Source: an optimization exercise on an open RTL-to-GDS flow (aim: small area, a short achievable clock period and few clock cycles). Production flows keep margins and buffers that such runs may drop. In this exercise RTL edits were held to simulation tests only and were not proved equivalent to the original. Power is estimated from default activity; no workload was simulated.

===== flow/design.v =====
`timescale 1ns / 1ps
module cpu_hazard(input wire clk,
           input wire rst,
           input wire enable,
           input wire start,
           output wire d_we,
           output wire [7:0] i_addr,
           output wire [7:0] d_addr,
           input  wire [15:0] i_datain,
           input  wire [15:0] d_datain,
           output wire [15:0] d_dataout,
           output wire busy
    );
    reg [7:0] pc;
    assign i_addr = pc;
    function automatic wr_reg(input [4:0] op);
      wr_reg = (op == 5'b00010) || (op == 5'b01000) || (op == 5'b10001) || (op == 5'b01010) || (op == 5'b10010)
            || (op == 5'b10000) || (op == 5'b01001) || (op == 5'b01011) || (op == 5'b01101) || (op == 5'b01110)
            || (op == 5'b01111)  || (op == 5'b00100)  || (op == 5'b00101)  || (op == 5'b00110) || (op == 5'b00111);
    endfunction
    function automatic rd_r1(input [4:0] op);
      rd_r1 = (op == 5'b00011) || (op == 5'b00010) || (op == 5'b01000) || (op == 5'b10001) || (op == 5'b01010)
           || (op == 5'b10010) || (op == 5'b01100) || (op == 5'b01101) || (op == 5'b01110) || (op == 5'b01111)
           || (op == 5'b00100) || (op == 5'b00110) || (op == 5'b00101) || (op == 5'b00111);
    endfunction
    function automatic rd_r2(input [4:0] op);
      rd_r2 = (op == 5'b01000) || (op == 5'b10001) || (op == 5'b01010) || (op == 5'b10010) || (op == 5'b01100)
           || (op == 5'b01101) || (op == 5'b01110) || (op == 5'b01111);
    endfunction
    function automatic rd_r0(input [4:0] op);
      rd_r0 = (op == 5'b10000) || (op == 5'b01011) || (op == 5'b01001) || (op == 5'b11001) || (op == 5'b11010)
           || (op == 5'b11011) || (op == 5'b11100) || (op == 5'b11101) || (op == 5'b11110) || (op == 5'b11111)
           || (op == 5'b00011);
    endfunction
    function automatic set_flags(input [4:0] op);
      set_flags = (op == 5'b01100) || (op == 5'b01000) || (op == 5'b01001) || (op == 5'b10001) || (op == 5'b01010)
               || (op == 5'b01011) || (op == 5'b10010) || (op == 5'b10000);
    endfunction
    reg state;
    reg next_state;
    reg [15:0] wb_ir;
    reg [15:0] id_ir;
    reg [15:0] ex_ir;
    reg [15:0] mem_ir;
    reg [15:0] reg_A;
    reg [15:0] reg_B;
    reg [15:0] smdr;
    reg [15:0] smdr1;
    reg [15:0] reg_C;
    reg [15:0] reg_C1;
    reg [15:0] gr [0:7];
    reg [15:0] ALUo;
    reg alu_cf;
    reg cf, nf, zf;
    reg dw;
    assign busy = state;
    always @(posedge clk or negedge rst)
    begin
      if (!rst) state <= 1'b0;
      else state <= next_state;
    end
    always @(*)
    begin
      case (state)
        1'b0: if (enable == 1 && start == 1) next_state = 1'b1;
               else next_state = 1'b0;
        default: if (enable == 0 || wb_ir[15:11] == 5'b00001) next_state = 1'b0;
               else next_state = 1'b1;
      endcase
    end
    wire branch_taken = ((ex_ir[15:11] == 5'b11010) && (zf == 1)) || ((ex_ir[15:11] == 5'b11100) && (nf == 1))
                     || ((ex_ir[15:11] == 5'b11011) && (zf == 0)) || ((ex_ir[15:11] == 5'b11101) && (nf == 0))
                     || ((ex_ir[15:11] == 5'b11110) && (cf == 1)) || ((ex_ir[15:11] == 5'b11111) && (cf == 0))
                     || (ex_ir[15:11] == 5'b11001);
    wire [4:0] if_op = i_datain[15:11];
    wire load_use = (id_ir[15:11] == 5'b00010) &&
                    ((rd_r1(if_op) && id_ir[10:8] == i_datain[6:4]) ||
                     (rd_r2(if_op) && id_ir[10:8] == i_datain[2:0]) ||
                     (rd_r0(if_op) && id_ir[10:8] == i_datain[10:8]));
    always @(posedge clk or negedge rst)
    begin
      if (!rst)
      begin
        id_ir <= 16'b0;
        pc <= 8'b0;
      end
      else if (state == 1'b1)
      begin
        if (branch_taken)
        begin
          pc <= ALUo[7:0];
          id_ir <= 16'b0;
        end
        else if (id_ir[15:11] == 5'b11000)
        begin
          pc <= id_ir[7:0];
          id_ir <= 16'b0;
        end
        else if (load_use)
        begin
          pc <= pc;
          id_ir <= 16'b0;
        end
        else
        begin
          pc <= pc + 1;
          id_ir <= i_datain;
        end
      end
    end
    function automatic [15:0] fwd(input [2:0] r);
      if (wr_reg(ex_ir[15:11]) && ex_ir[15:11] != 5'b00010 && ex_ir[10:8] == r)
        fwd = ALUo;
      else if (wr_reg(mem_ir[15:11]) && mem_ir[10:8] == r)
        fwd = (mem_ir[15:11] == 5'b00010) ? d_datain : reg_C;
      else if (wr_reg(wb_ir[15:11]) && wb_ir[10:8] == r)
        fwd = reg_C1;
      else
        fwd = gr[r];
    endfunction
    wire [4:0] id_op = id_ir[15:11];
    always @(posedge clk or negedge rst)
    begin
      if (!rst)
      begin
        ex_ir <= 0;
        reg_A <= 0;
        reg_B <= 0;
        smdr <= 0;
      end
      else if (state == 1'b1)
      begin
        if (branch_taken)
        begin
          ex_ir <= 16'b0;
          reg_A <= 16'b0;
          reg_B <= 16'b0;
        end
        else
        begin
          ex_ir <= id_ir;
          if (rd_r0(id_op) && id_op != 5'b00011)
            reg_A <= fwd(id_ir[10:8]);
          else if (rd_r1(id_op))
            reg_A <= fwd(id_ir[6:4]);
          if (id_op == 5'b00010 || id_op == 5'b00011 || id_op == 5'b00100 || id_op == 5'b00110
              || id_op == 5'b00101 || id_op == 5'b00111)
            reg_B <= {12'b0, id_ir[3:0]};
          else if (id_op == 5'b10000)
            reg_B <= {id_ir[7:0], 8'b0};
          else if (rd_r0(id_op))
            reg_B <= {8'b0, id_ir[7:0]};
          else if (rd_r2(id_op))
            reg_B <= fwd(id_ir[2:0]);
        end
        if (id_op == 5'b00011)
          smdr <= fwd(id_ir[10:8]);
      end
    end
    always @(*)
    begin
      alu_cf = cf;
      ALUo = reg_A + reg_B;
      case (ex_ir[15:11])
        5'b01000, 5'b01001, 5'b10000: {alu_cf, ALUo} = {1'b0, reg_A} + {1'b0, reg_B};
        5'b10001:              {alu_cf, ALUo} = {1'b0, reg_A} + {1'b0, reg_B} + {16'b0, cf};
        5'b01010, 5'b01011, 5'b01100:  {alu_cf, ALUo} = {1'b0, reg_A} - {1'b0, reg_B};
        5'b10010:              {alu_cf, ALUo} = {1'b0, reg_A} - {1'b0, reg_B} - {16'b0, cf};
        5'b01101:               ALUo = reg_A & reg_B;
        5'b01110:                ALUo = reg_A | reg_B;
        5'b01111:               ALUo = reg_A ^ reg_B;
        5'b00100, 5'b00101:         ALUo = reg_A << reg_B[3:0];
        5'b00110:               ALUo = reg_A >> reg_B[3:0];
        5'b00111:               ALUo = $signed(reg_A) >>> reg_B[3:0];
        default:            ALUo = reg_A + reg_B;
      endcase
    end
    always @(posedge clk or negedge rst)
    begin
      if (!rst)
      begin
        mem_ir <= 0;
        reg_C <= 0;
        zf <= 0;
        nf <= 0;
        cf <= 0;
        dw <= 0;
        smdr1 <= 0;
      end
      else if (state == 1'b1)
      begin
        mem_ir <= ex_ir;
        reg_C <= ALUo;
        smdr1 <= smdr;
        if (set_flags(ex_ir[15:11]))
        begin
          zf <= (ALUo == 0);
          nf <= ALUo[15];
          cf <= alu_cf;
        end
        dw <= (ex_ir[15:11] == 5'b00011);
      end
    end
    assign d_addr = reg_C[7:0];
    assign d_dataout = smdr1;
    assign d_we = dw;
    always @(posedge clk or negedge rst)
    begin
      if (!rst)
      begin
        wb_ir <= 0;
        reg_C1 <= 0;
      end
      else if (state == 1'b1)
      begin
        wb_ir <= mem_ir;
        if (mem_ir[15:11] == 5'b00010)
          reg_C1 <= d_datain;
        else
          reg_C1 <= reg_C;
      end
    end
    integer k;
    always @(posedge clk or negedge rst)
    begin
      if (!rst)
      begin
        for (k = 0; k < 8; k = k + 1) gr[k] <= 16'b0;
      end
      else if (state == 1'b1)
      begin
        if (wr_reg(wb_ir[15:11]))
          gr[wb_ir[10:8]] <= reg_C1;
      end
    end
endmodule

===== flow/run.sh =====
#!/bin/bash
# synth_recipe.tcl (not shown) runs the flow's synth.tcl, then flattens the netlist and writes it again
# the make line also repeats each setting of config.mk as NAME=value (left out here)
make -C /OpenROAD-flow-scripts/flow DESIGN_CONFIG=/design/flow/config.mk WORK_HOME=/design/flow/orfs CLKGATE_MAP_FILE= SYNTH_SCRIPT=/design/flow/synth_recipe.tcl finish

===== flow/config.mk =====
export PLATFORM = sky130hd
export DESIGN_NAME = cpu_hazard
export DESIGN_NICKNAME = cpu_hazard
export VERILOG_FILES = /design/flow/design.v
export SDC_FILE = /design/flow/constraint.sdc
export NUM_CORES = 4
export LEC_CHECK = 0
export CAP_MARGIN = 20
export CORE_MARGIN = 2
export CORE_UTILIZATION = 40
export SLEW_MARGIN = 20

===== flow/constraint.sdc =====
create_clock -name core_clock -period 6.0 [get_ports {clk}]
set_input_delay 1.2000 -clock core_clock [delete_from_list [all_inputs] [get_ports {clk}]]
set_output_delay 1.2000 -clock core_clock [all_outputs]
set_load 0.01 [all_outputs]

==> metrics.md, run 1 <==
| Metric | Value |
|---|---|
| Max-cap violations | 0 |
| Via density | 6.510 |
| Final instance area | 24790 sq um |
| Final Hold Vio Count | 0 |
| I/O Pins | 70 |
| # Post-CTS Setup Buffers | 0 |
| Ant. Diodes | 0 |
| CTS tree | yes |
| Starting Density | 0.4032 |
| Clock latency (worst-skew pair) | 0.56 ns |
| Post-Syn Nets | 2592 |
| Final setup violation count | 0 |
| Die W | 239.4 microns |
| Crit path launch type | flop |
| Crit share post-route | 0.8085 |
| H-tree depth | 2 |
| # hold bufs at CTS | 0 |
| Critical R2R Launch | reg_A[4] |
| Leakage | 10.02 nW |
| Number of port buffers | 69 |
| RR Endpoint | zf |
| Placer congestion estimate | 0.9940 |
| First-pass GRT wire length | 130300 microns |
| Status | complete, no violations |
| Post-Route WL | 87070 microns |
| Max Clk Rate | 0.2061 GHz |
| Crit path max fanout | 13 |
| Final Skew | 0.02415 ns |
| Global routing usage on met1 | 0.4033 |
| Synth Register Bits | 277 |
| Filler cell count | 5317 |
| Hold Path Origin | smdr1[14] |
| Seq/Total Area, Yosys | 0.3126 |
| Post-CTS sizing | 0 |
| Number of vias after detailed routing | 21110 |
| Vias in the first global route | 19980 |
| Minimum clock period | 4.851 ns |
| Met2 usage | 0.4778 |
| RSZ-0062 raised after global routing | no |
| Cell Area, Synth | 22170 sq um |
| Clk root buf | clkbuf_16 |
| Post-placement cell count | 3183 |
| CP Depth | 11 |
| Ratio of cells with drive above 1 in the final layout | 0.1739 |
| DRC Markers | 0 |
| Initial antenna violation count | 0 |
| CP endpoint | zf |
| VDD IR max | 0.2747 mV |
| Final TNS setup | 0 ns |
| DRT antenna net count | 0 |
| R2R Setup Slk | 1.15 ns |
| Crit end category | flop |
| Slew HR | 0.1315 |
| Post-DP Area | 23520 sq um |
| Ys Warns | 2 |
| Critical path launch point | reg_A[4] |
| Core Area | 54990 sq um |
| Multi-input gate area | 14050 sq um |
| Library cells used by synthesis | 111 |
| Hpwl dp | 61710 microns |
| DRT iter0 DRCs | 2567 |
| Avg Cell Area, Syn | 8.869 sq um |
| Final Max Slew Viols | 0 |
| Non-Filler Instances | 3243 |
| Worst Hold Class | reg2reg |
| Cell family with most CP delay | compound AO/OA/AOI/OAI gates |
| FP Rows | 86 |
| Die area | 57330 sq um |
| PD cells | 695.5 nW/um^2 |
| Most used DFF post-synth | dfrtp_1 |
| DR pass1 iterations | 13 |
| Largest net degree at the start of global routing | 93 |
| Nets@finish | 2564 |
| CTS clock-pin slew for the worst setup and hold paths | 0.07 ns |
| Clock Tree Buf Depth | 3 |
| Grt peak-use layer | met2 |
| Register Area | 6943 sq um |
| CTS Buf Count | 35 |
| Post-synth ARST share | 1.000 |
| Post-Syn Instances | 2500 |
| Least-Margin Pin Slew | 1.295 ns |
| Worst r2r path cells | 11 |
| Worst EP required | 6.46 ns |
| Grt total ovfl | 0 |
| CP Cell Sequence | inv_1 > ha_1 > a21oi_1 > o22ai_1 > and4_1 > nor4b_4 > nand4_4 > xnor2_1 > a221oi_1 > or4b_1 > o21ai_1 |
| Crit path DAT | 5.32 ns |
| CTS Sinks | 277 |
| GR Util met3 | 0.04817 |
| Routed len/inst | 26.85 microns |
| Worst stage delay on the critical path | 0.81 ns |
| Critical path class | reg2reg |
| Critical-path cell with the highest stage delay | a21oi_1 |
| Die H | 239.4 microns |
| Gr usage total | 0.3015 |
| Post-synth EDFFs | 0 |
| WP buf/inv | 1 |
| Synth-to-layout area growth | 11.80% |
==> Yosys cell counts (19+ instances only) <==
cell | n | share of area
nand2_1 | 186 | 0.031
a21oi_1 | 177 | 0.040
mux4_2 | 40 | 0.041
xor2_1 | 35 | 0.014
dfrtp_1 | 277 | 0.31
a22oi_1 | 39 | 0.013
a211oi_1 | 19 | 0.0064
buf_2 | 25 | 0.0056
buf_1 | 23 | 0.0039
o211ai_1 | 39 | 0.013
inv_1 | 90 | 0.015
a221oi_1 | 19 | 0.0075
nand4_1 | 26 | 0.0073
xnor2_1 | 39 | 0.015
o22ai_1 | 36 | 0.010
ha_1 | 54 | 0.030
a31oi_1 | 22 | 0.0062
nor2b_1 | 39 | 0.011
o21ai_0 | 200 | 0.045
nand3_1 | 66 | 0.015
nor2_1 | 223 | 0.038
clkbuf_1 | 139 | 0.024
mux2i_1 | 127 | 0.057
o221ai_1 | 24 | 0.0095
mux2_2 | 189 | 0.096
nor3_1 | 42 | 0.0095
==> routing by layer <==
metal	share of wire	routed length [microns]
met5	0	0
met4	0.047	4117
met3	0.095	8291
met2	0.46	39800
met1	0.40	34860
==> placed cells by master, fill, tap and decap left out, drive strengths merged, types with 13 or more instances in the layout <==
master         netlist  final
o22ai               36     36
nand4               28     28
mux2i              127    127
a31oi               22     22
a22o                15     15
mux2               190    190
nand2b              15     15
dfrtp              277    277
clkbuf             140     45
ha                  54     54
a22oi               39     39
nor2b               39     39
o211ai              40     40
o21ai              213    213
buf                 64     71
a21oi              178    178
a211oi              23     23
o221ai              24     24
xnor2               42     42
clkdlybuf4s50        0     68
mux4                40     40
nor4                13     13
nor3                46     46
nand2              186    186
nor2               224    224
inv                 91     93
xor2                36     36
a221oi              22     22
nand3               67     67
==> metrics by stage <==
step	setup slack (ns)	hold slack (ns)	total power [mW]	util
floorplan	1.896	0.4505	10.84	-
global placement	1.449	0.4886	14.41	0.4278
detailed placement	1.263	0.4988	14.55	0.4278
CTS	1.274	0.5131	16.96	0.4508
global route	0.8698	0.5282	18.11	0.4508
finish	1.149	0.5068	17.24	0.4508
==> logic make-up (layout without fill, tap and decap cells) <==
logic type	count (synthesis)	in the layout	share of synthesized area
buf+inv	300	295	0.05581
fa+ha+maj	56	56	0.03228
simple gates	685	685	0.1494
flops	277	277	0.3126
mux	357	357	0.1946
xor+xnor	78	78	0.03217
compound gates	747	747	0.2230
==> area by class of cell <==
cell class	count	share of cell area
clock buffer	45	0.03978
timing repair buffer	139	0.04977
inverter	96	0.01454
clock inverter	15	0.01131
multi-input combinational	1923	0.5668
sequential	277	0.2801
tap	748	0.03776
==> power by group <==
group / leakage, nW / internal [mW] / switching, mW
registers: 3.38 / 2.69 / 1.33
logic: 6.03 / 4.21 / 6.65
clock network: 0.609 / 1.47 / 0.892
total: 10.0 / 8.37 / 8.87
==> registers in the layout (all words and copies together), names as in the netlist <==
name and cells:
cf 1, id_ir 16, state 1, mem_ir 8
ex_ir 8, pc 8, smdr 16, reg_C1 16
reg_A 16, reg_B 16, nf 1, zf 1
smdr1 16, gr 128, dw 1, reg_C 16
wb_ir 8
==> worst min path at each step <==
stage	end	slack [ns]	depth (start not counted)
after floorplan	nf	0.45	2
after global placement	nf	0.49	2
after detailed placement	smdr1[14]	0.50	1
after CTS	smdr1[14]	0.51	1
after global routing	smdr1[1]	0.53	1
final	smdr1[14]	0.51	1
Testbench counts, summed over its fixed seeds: cycles 104,304.
==> run 2: changes to the inputs <==
==> flow/design.v (replaced) <==
`timescale 1ns / 1ps
module cpu_hazard(input wire clk,
           input wire rst,
           input wire enable,
           input wire start,
           output wire d_we,
           output wire [7:0] i_addr,
           output wire [7:0] d_addr,
           input  wire [15:0] i_datain,
           input  wire [15:0] d_datain,
           output wire [15:0] d_dataout,
           output wire busy
    );
    reg state;
    reg [7:0] pc;
    reg [15:0] gr [0:7];
    reg zf, nf, cf;
    assign i_addr = pc;
    assign busy = state;
    wire ex = state & enable;
    wire [4:0] op = i_datain[15:11];
    wire [2:0] rd = i_datain[10:8];
    wire [2:0] r1 = i_datain[6:4];
    wire [2:0] r2 = i_datain[2:0];
    wire [7:0] imm8 = i_datain[7:0];
    wire [3:0] imm4 = i_datain[3:0];
    wire op_halt  = (op == 5'b00001);
    wire op_load  = (op == 5'b00010);
    wire op_store = (op == 5'b00011);
    wire op_shl   = (op == 5'b00100) || (op == 5'b00101);
    wire op_srl   = (op == 5'b00110);
    wire op_sra   = (op == 5'b00111);
    wire op_and   = (op == 5'b01101);
    wire op_or    = (op == 5'b01110);
    wire op_xor   = (op == 5'b01111);
    wire op_ldih  = (op == 5'b10000);
    wire op_imm   = (op == 5'b01001) || (op == 5'b01011);
    wire op_sub   = (op == 5'b01010) || (op == 5'b01011) || (op == 5'b01100) || (op == 5'b10010);
    wire op_addc  = (op == 5'b10001);
    wire op_subc  = (op == 5'b10010);
    wire op_ctl   = (op[4:3] == 2'b11);             
    wire op_arith = (op == 5'b01000) || (op == 5'b01001) || (op == 5'b01010) || (op == 5'b01011) || (op == 5'b01100)
                 || (op == 5'b10000) || (op == 5'b10001) || (op == 5'b10010);
    wire wr_reg   = op_load || op_shl || op_srl || op_sra || op_and || op_or || op_xor
                 || (op_arith && op != 5'b01100);
    wire a_is_rd = op_imm || op_ldih || op_ctl;
    wire [2:0] ra = a_is_rd ? rd : r1;
    wire [2:0] rb = op_store ? rd : r2;
    wire [15:0] A = gr[ra];
    wire [15:0] Bv = gr[rb];
    wire [15:0] B = op_ldih ? {imm8, 8'b0} : (op_imm || op_ctl) ? {8'b0, imm8} : Bv;
    wire cin = op_sub ? ~(op_subc & cf) : (op_addc & cf);
    wire [16:0] sum = {1'b0, A} + {1'b0, (op_sub ? ~B : B)} + {16'b0, cin};
    wire alu_cf = op_sub ? ~sum[16] : sum[16];
    reg [15:0] res;
    always @(*)
    begin
      if (op_shl)      res = A << imm4;
      else if (op_srl) res = A >> imm4;
      else if (op_sra) res = $signed(A) >>> imm4;
      else if (op_and) res = A & Bv;
      else if (op_or)  res = A | Bv;
      else if (op_xor) res = A ^ Bv;
      else             res = sum[15:0];
    end
    assign d_addr = A[7:0] + {4'b0, imm4};
    assign d_dataout = Bv;
    assign d_we = ex & op_store;
    wire taken = (op == 5'b11001) || ((op == 5'b11010) && zf) || ((op == 5'b11011) && !zf)
              || ((op == 5'b11100) && nf) || ((op == 5'b11101) && !nf)
              || ((op == 5'b11110) && cf) || ((op == 5'b11111) && !cf);
    always @(posedge clk or negedge rst)
    begin
      if (!rst) state <= 1'b0;
      else if (!state) state <= enable & start;
      else state <= enable & ~op_halt;
    end
    always @(posedge clk or negedge rst)
    begin
      if (!rst) pc <= 8'b0;
      else if (ex)
      begin
        if (op == 5'b11000) pc <= imm8;
        else if (taken) pc <= sum[7:0];
        else if (!op_halt) pc <= pc + 8'd1;
      end
    end
    always @(posedge clk or negedge rst)
    begin
      if (!rst)
      begin
        zf <= 1'b0;
        nf <= 1'b0;
        cf <= 1'b0;
      end
      else if (ex && op_arith)
      begin
        zf <= (sum[15:0] == 16'b0);
        nf <= sum[15];
        cf <= alu_cf;
      end
    end
    integer k;
    always @(posedge clk or negedge rst)
    begin
      if (!rst)
      begin
        for (k = 0; k < 8; k = k + 1) gr[k] <= 16'b0;
      end
      else if (ex && wr_reg)
        gr[rd] <= op_load ? d_datain : res;
    end
endmodule
==> run 2 against run 1 <==
Non-clock buffer count rose by 298. Area after synthesis fell by 39%. Via count fell by 27%. Register-to-register slack improved by 0.68 ns. Setup slack got worse by 1.0 ns. Final cell count fell by 24%. Critical endpoint is now d_addr[3]. Maximum frequency fell by 17%. Highest routed layer unchanged.
==> metrics.md, run 2 <==
| Metric | Value |
|---|---|
| Clk root buf | clkbuf_16 |
| Cell mode on critical path | buf_4 |
| Leakage | 7.957 nW |
| Synth top area cells | dfrtp_1, nand2_1, mux2_2 |
| Final TNS setup | 0 ns |
| Hold Path Origin | state |
| Ant. Diodes | 0 |
| Cell family with most CP delay | buffers and inverters |
| Crit path launch type | input pin |
| CTS tree | yes |
| Clock latency (worst-skew pair) | 0.46 ns |
| Ratio of cells with drive above 1 in the final layout | 0.3096 |
| Gr usage total | 0.3633 |
| Yosys top cell area share | 0.2600 |
| Final Hold Vio Count | 0 |
| WP buf/inv | 8 |
| Final instance area | 18130 sq um |
| Most common cell after layout, fill and taps aside | buf_4 |
| Core Area | 33360 sq um |
| VDD IR max | 0.2324 mV |
| Library cells used by synthesis | 106 |
| Avg Cell Area, Syn | 8.093 sq um |
| Largest net degree at the start of global routing | 64 |
| Commonest non-fill, non-tap cells in the layout | buf_4, nand2_1, dfrtp_1 |
| Hold_ws | 0.5047 ns |
| Tot Pwr | 5.677 mW |
| Post-synth ARST share | 1.000 |
| Register Area | 3503 sq um |
| Filler cell count | 3215 |
| PD cells | 313.1 nW/um^2 |
| Die H | 187.5 microns |
| Vias in the first global route | 14670 |
| Post-Syn Nets | 1751 |
| I/O Pins | 70 |
| Final setup violation count | 0 |
| Final Skew | 0.01246 ns |
| CP Cell Sequence | dlygate4sd2_1 > or4b_4 > and3_4 > buf_12 > buf_12 > mux2i_4 > o22ai_2 > a31oi_2 > a21oi_2 > inv_1 > ha_1 > a21o_1 > a21oi_2 > buf_4 > buf_4 > xnor2_1 > buf_4 > dlygate4sd2_1 |
| Top reg by flops | gr |
| Post-Route WL | 64340 microns |
| FP Rows | 67 |
| Non-Filler Instances | 2460 |
| Worst setup margin | 0.1426 ns |
| Seq/Total Area, Yosys | 0.2600 |
| Status | complete, no violations |
| Minimum clock period | 5.857 ns |
| DRT iter0 DRCs | 1549 |
| Number of port buffers | 69 |
| DRC Markers | 0 |
| Multi-input gate area | 9609 sq um |
| Post-DP Area | 17030 sq um |
| Via density | 6.283 |
| Die area | 35170 sq um |
| Worst EP required | 4.80 ns |
| Number of vias after detailed routing | 15460 |
| Post-placement cell count | 2412 |
| Worst Hold Class | reg2reg |
| Routed len/inst | 26.15 microns |
| Ys Warns | 2 |
| Critical path class | in2out |
| Final Max Slew Viols | 0 |
| Worst stage delay on the critical path | 0.55 ns |
| Grt total ovfl | 0 |
| CTS Buf Count | 17 |
| Synth cell count leaders | nand2_1, dfrtp_1, nor2_1, o21ai_0, a21oi_1 |
| Synth Register Bits | 140 |
| Least-Margin Pin Slew | 0.8780 ns |
| Crit path DAT | 4.66 ns |
| H-tree depth | 4 |
| Hpwl dp | 50520 microns |
| Most common cell in the synthesized netlist | nand2_1 |
| First-pass GRT wire length | 95100 microns |
| Crit path max fanout | 5 |
| Synth-to-layout area growth | 34.56% |
| Crit end category | output pin |
| Max-cap violations | 0 |
| Post-Syn Instances | 1665 |
| Final core utilization | 0.5435 |
| Critical R2R Launch | gr[5][0] |
| Number of flip-flops in the largest register | 128 |
| Slew HR | 0.4093 |
| Initial antenna violation count | 0 |
| Nets@finish | 2085 |
| Die W | 187.5 microns |
| Clock Tree Buf Depth | 2 |
| Critical-path cell with the highest stage delay | or4b_4 |
| Starting Density | 0.4039 |
| Max Clk Rate | 0.1707 GHz |
| Critical path launch point | i_datain[15] |
| Most used DFF post-synth | dfrtp_1 |
| Placer congestion estimate | 1.042 |
| CTS Sinks | 140 |
| Crit share post-route | 0.9762 |
| Area leader, netlist | dfrtp_1 |
| Pre-CTS setup slack | -0.8002 ns |
| Largest regs | gr: 128 flops, pc: 8 flops |
| Cell Area, Synth | 13480 sq um |
| DR pass1 iterations | 6 |
| Post-synth EDFFs | 0 |
| DRT antenna net count | 0 |
| CTS clock-pin slew for the worst setup and hold paths | 0.07 ns |
-- run 2: what timing repair did --
action,CTS,global route
cloned,0,1
hold buffers,0,0
resized for setup,44,70
pin swaps,14,30
endpoints found under the setup margin,66,118
setup buffers,8,7
-- run 2: final cells by class --
cell class | instances | share of cell area
clock inverters | 13 | 0.008556
inverters | 60 | 0.01256
multi-input cells | 1343 | 0.5299
repair buffers | 437 | 0.2004
well taps | 448 | 0.03091
flip-flops and latches | 140 | 0.1932
clock buffers | 19 | 0.02443
-- run 2: kinds of logic (layout without fill, tap and decap cells) --
family | Yosys count | after routing | synth area share
fa+ha+maj | 51 | 51 | 0.04884
compound gates | 550 | 550 | 0.2803
flops | 140 | 140 | 0.2600
simple gates | 569 | 569 | 0.1975
buf+inv | 182 | 529 | 0.05701
mux | 136 | 136 | 0.1318
xor+xnor | 37 | 37 | 0.02461
-- run 2: worst paths after layout --
path,slack [ns],depth (start not counted),to
max in group asynchronous,4.21,2,gr[7][13]
worst min-delay path,0.50,1,state
worst max-delay path,0.14,18,d_addr[3]
min in group asynchronous,0.71,1,pc[2]
worst min register to register,0.50,1,state
worst max register to register,1.83,17,gr[6][6]
-- run 2: power breakdown --
| group | internal [mW] | switching [mW] | total [mW] |
|---|---|---|---|
| combinational | 1.43 | 1.66 | 3.10 |
| clock | 0.634 | 0.475 | 1.11 |
| sequential | 1.19 | 0.277 | 1.47 |
-- run 2: worst register-to-register path: cells and delay by family, from the launching register on --
kind	cells	cell delay, ns
AO/OA/AOI/OAI	10	1.80
adder cells (fa/ha/maj)	2	0.81
AND/OR/NAND/NOR	3	0.70
flip-flops	1	0.48
multiplexers	1	0.19
XOR/XNOR	1	0.11
-- run 2: layer usage --
layer	wire length, microns	track usage	vias up
met2	29040	0.5749	890
li1	-	-	6863
met4	4579	0.2299	0
met3	5150	0.05446	224
met5	0	0	-
met1	25560	0.4661	7479
Testbench counts of run 2, summed over its fixed seeds: cycles 82,088.

-- re-timing with driven ports --
The results above use ideal ports. As a check the final layouts listed here were re-extracted and re-timed, cells and wires unchanged.
Step 1: set_driving_cell puts a clkbuf_16 on clk and a buf_2 on each other input, an assumption about the parent block.
Step 2 times the ports against the registers' clock, not the clock port: input delays grow and output delays shrink by t, the midpoint of the rising clock arrivals with the driver on.
a / b / c = ideal / step 1 / step 2; a / b = the first two.
run	t, ns	slack for setup (ns)	slew at the worst register clock pin (ns)
run 1	0.606	1.149 / 1.149 / 1.149	0.07 / 0.07
run 2	0.509	0.143 / 0.120 / -0.305	0.07 / 0.07
Met with ideal ports but missed after step 2: setup timing in run 2. The setup slack of run 2, which loses most, moves by -0.023 ns with the drivers and by -0.448 ns with both steps.
